Background: an optimization exercise with open tools, aiming at small area. Do not read the settings as production practice. The RTL was checked by simulation tests, not by an equivalence proof against the original design. The flow treats the clock pin as an ideal source. Dropping or thinning the clock tree relies on that and would not hold on a real chip. Power and IR drop assume default switching activity.

## converter_top
module converter_top(clk, rst, button0, button1, button2, button3, switch, LED, NUM, display, beep);
For scale: about 35 I/O pins, ~2500 um^2 of cells after synthesis.
clock: 20.0 ns
lec_check: 0
cap_margin: 20
core_margin: 2
core_utilization: 75
place_density: 0.85
slew_margin: 20
standard.sh (not shown) runs the stock make flow with config.mk's settings and CLKGATE_MAP_FILE= SYNTH_SCRIPT=/design/flow/synth_recipe.tcl, a recipe that flattens the netlist after the stock synthesis.
==> flow/flow/run.sh <==
#!/bin/bash
# Layout flow: the standard synthesis, then an area re-mapping of the
# combinational logic (registers untouched), then the standard ORFS steps
# with small port buffers and a small clock tree.
set -euo pipefail
W=$(pwd)
R=$W/orfs/results/$FLOW_PLATFORM/converter_top/base
LIB=$FLOW_HOME/platforms/$FLOW_PLATFORM/lib/sky130_fd_sc_hd__tt_025C_1v80.lib

# 1. standard synthesis (yosys only)
bash standard.sh $R/1_2_yosys.v > $W/log_synth.txt 2>&1
cp $R/1_2_yosys.v $W/synth_standard.v

# 2. re-map the combinational logic for area with several deepsyn seeds and
#    keep the smallest result; registers keep their names and cells
mkdir -p $W/remap
run_seed() {
  local s=$1
  sed -e "s|@SEED@|$s|" $W/flow/remap.abc > $W/remap/s$s.abc
  sed -e "s|@LIB@|$LIB|g; s|@IN@|$W/synth_standard.v|; s|@TOP@|$FLOW_TOP|g; s|@SCRIPT@|$W/remap/s$s.abc|; s|@STAT@|$W/remap/stat$s.txt|; s|@OUT@|$W/remap/out$s.v|" \
      $W/flow/remap.ys > $W/remap/r$s.ys
  yosys -l $W/remap/log$s.txt -s $W/remap/r$s.ys > /dev/null 2>&1 || true
}
for batch in "1 2 3 4" "5 6 7 8"; do
  for s in $batch; do run_seed $s & done
  wait
done
best=""; best_area=""
for s in 1 2 3 4 5 6 7 8; do
  [ -f $W/remap/stat$s.txt ] && [ -f $W/remap/out$s.v ] || continue
  a=$(grep "Chip area" $W/remap/stat$s.txt | awk '{print $NF}')
  echo "seed $s area $a" >> $W/remap/summary.txt
  if [ -z "$best" ] || awk "BEGIN{exit !($a < $best_area)}"; then best=$s; best_area=$a; fi
done
echo "best seed $best area $best_area" >> $W/remap/summary.txt
cp $W/remap/out$best.v $W/synth_remapped.v
cp $W/synth_remapped.v $R/1_2_yosys.v
touch $R/1_2_yosys.v $R/1_2_yosys.sdc

# 3. the rest of the standard flow
export BUFFER_PORTS_ARGS="-buffer_cell sky130_fd_sc_hd__buf_1"
if [ -f $W/flow/cts_args.txt ]; then export CTS_ARGS="$(cat $W/flow/cts_args.txt)"; fi
if [ -f $W/flow/post_cts.tcl ]; then export POST_CTS_TCL=$W/flow/post_cts.tcl; fi
bash standard.sh > $W/log_layout.txt 2>&1
Other scripts of this flow, unchanged in this note and not shown: flow/flow/cts_args.txt, flow/flow/post_cts.tcl, flow/flow/remap.abc, flow/flow/remap.ys
The starting point ran to the end with no violations.
==> next run, changes <==
--- a/flow/flow/run.sh
+++ b/flow/flow/run.sh
@@ -24 +24 @@
-for batch in "1 2 3 4" "5 6 7 8"; do
+for batch in "1 2 3 4" "5 6 7 8" "9 10 11 12" "13 14 15 16" "17 18 19 20" "21 22 23 24"; do
@@ -29 +29 @@
-for s in 1 2 3 4 5 6 7 8; do
+for s in $(seq 1 24); do
Outcome: Global-route usage drops by 0.32 points; routed wire length goes up by about 1.6%; via count came out lower by 0.70%; fmax goes up by 0.44%; design area went down by about 0.9%; power went down by 5.3%; setup slack is better by 0.038 ns; synthesized cell count hardly moves.
==> next run, changes <==
--- a/flow/flow/run.sh
+++ b/flow/flow/run.sh
@@ -24 +24,2 @@
-for batch in "1 2 3 4" "5 6 7 8" "9 10 11 12" "13 14 15 16" "17 18 19 20" "21 22 23 24"; do
+for batch in "1 2 3 4" "5 6 7 8" "9 10 11 12" "13 14 15 16" "17 18 19 20" "21 22 23 24" \
+             "25 26 27 28" "29 30 31 32" "33 34 35 36" "37 38 39 40" "41 42 43 44" "45 46 47 48"; do
@@ -29 +30 @@
-for s in $(seq 1 24); do
+for s in $(seq 1 48); do
Outcome: Global-route usage grows by 1.1 points. Sequential share of layout area stays flat. First-iteration DRC count shrinks by 23%. Synthesized cell count grows by 0.53%. Utilization shrinks by 0.24 points. Sequential power is about the same. Routed wire length grows by 1.9%. Power hardly moves. Non-clock buffer count is unchanged. Maximum frequency shrinks by 2.0%.

## afterwards: timing with drivers on the ports
The flow's constraints put no driver on any port. The routed layouts listed below were extracted and timed again, unchanged, in two steps.
Step 1: set_driving_cell puts a clkbuf_16 on clk and a buf_2 on each other input, an assumption about the parent block.
Step 2, shift: input delay + t, output delay - t, t = (earliest + latest rising clock arrival at the registers) / 2. This alone moves slack from input paths to output paths.
Slacks: no drivers / after step 1 / after step 2; pairs: no drivers / after step 1.
run	t (ns)	setup WS [ns]	hold slack, ns	clock arrival spread, ns	pins driven straight from the clock port
the first run	0.193	11.398 / 11.375 / 11.375	0.394 / 0.394 / 0.394	0.011 / 0.011	4
the second run	0.199	11.436 / 11.414 / 11.320	0.398 / 0.398 / 0.398	0.033 / 0.033	4
the third run	0.200	11.257 / 11.284 / 11.084	0.389 / 0.389 / 0.389	0.024 / 0.024	4
After both steps setup and hold are still met in every run listed. The setup slack of the third run, which loses most, moves by +0.027 ns with the drivers and by -0.173 ns with both steps.
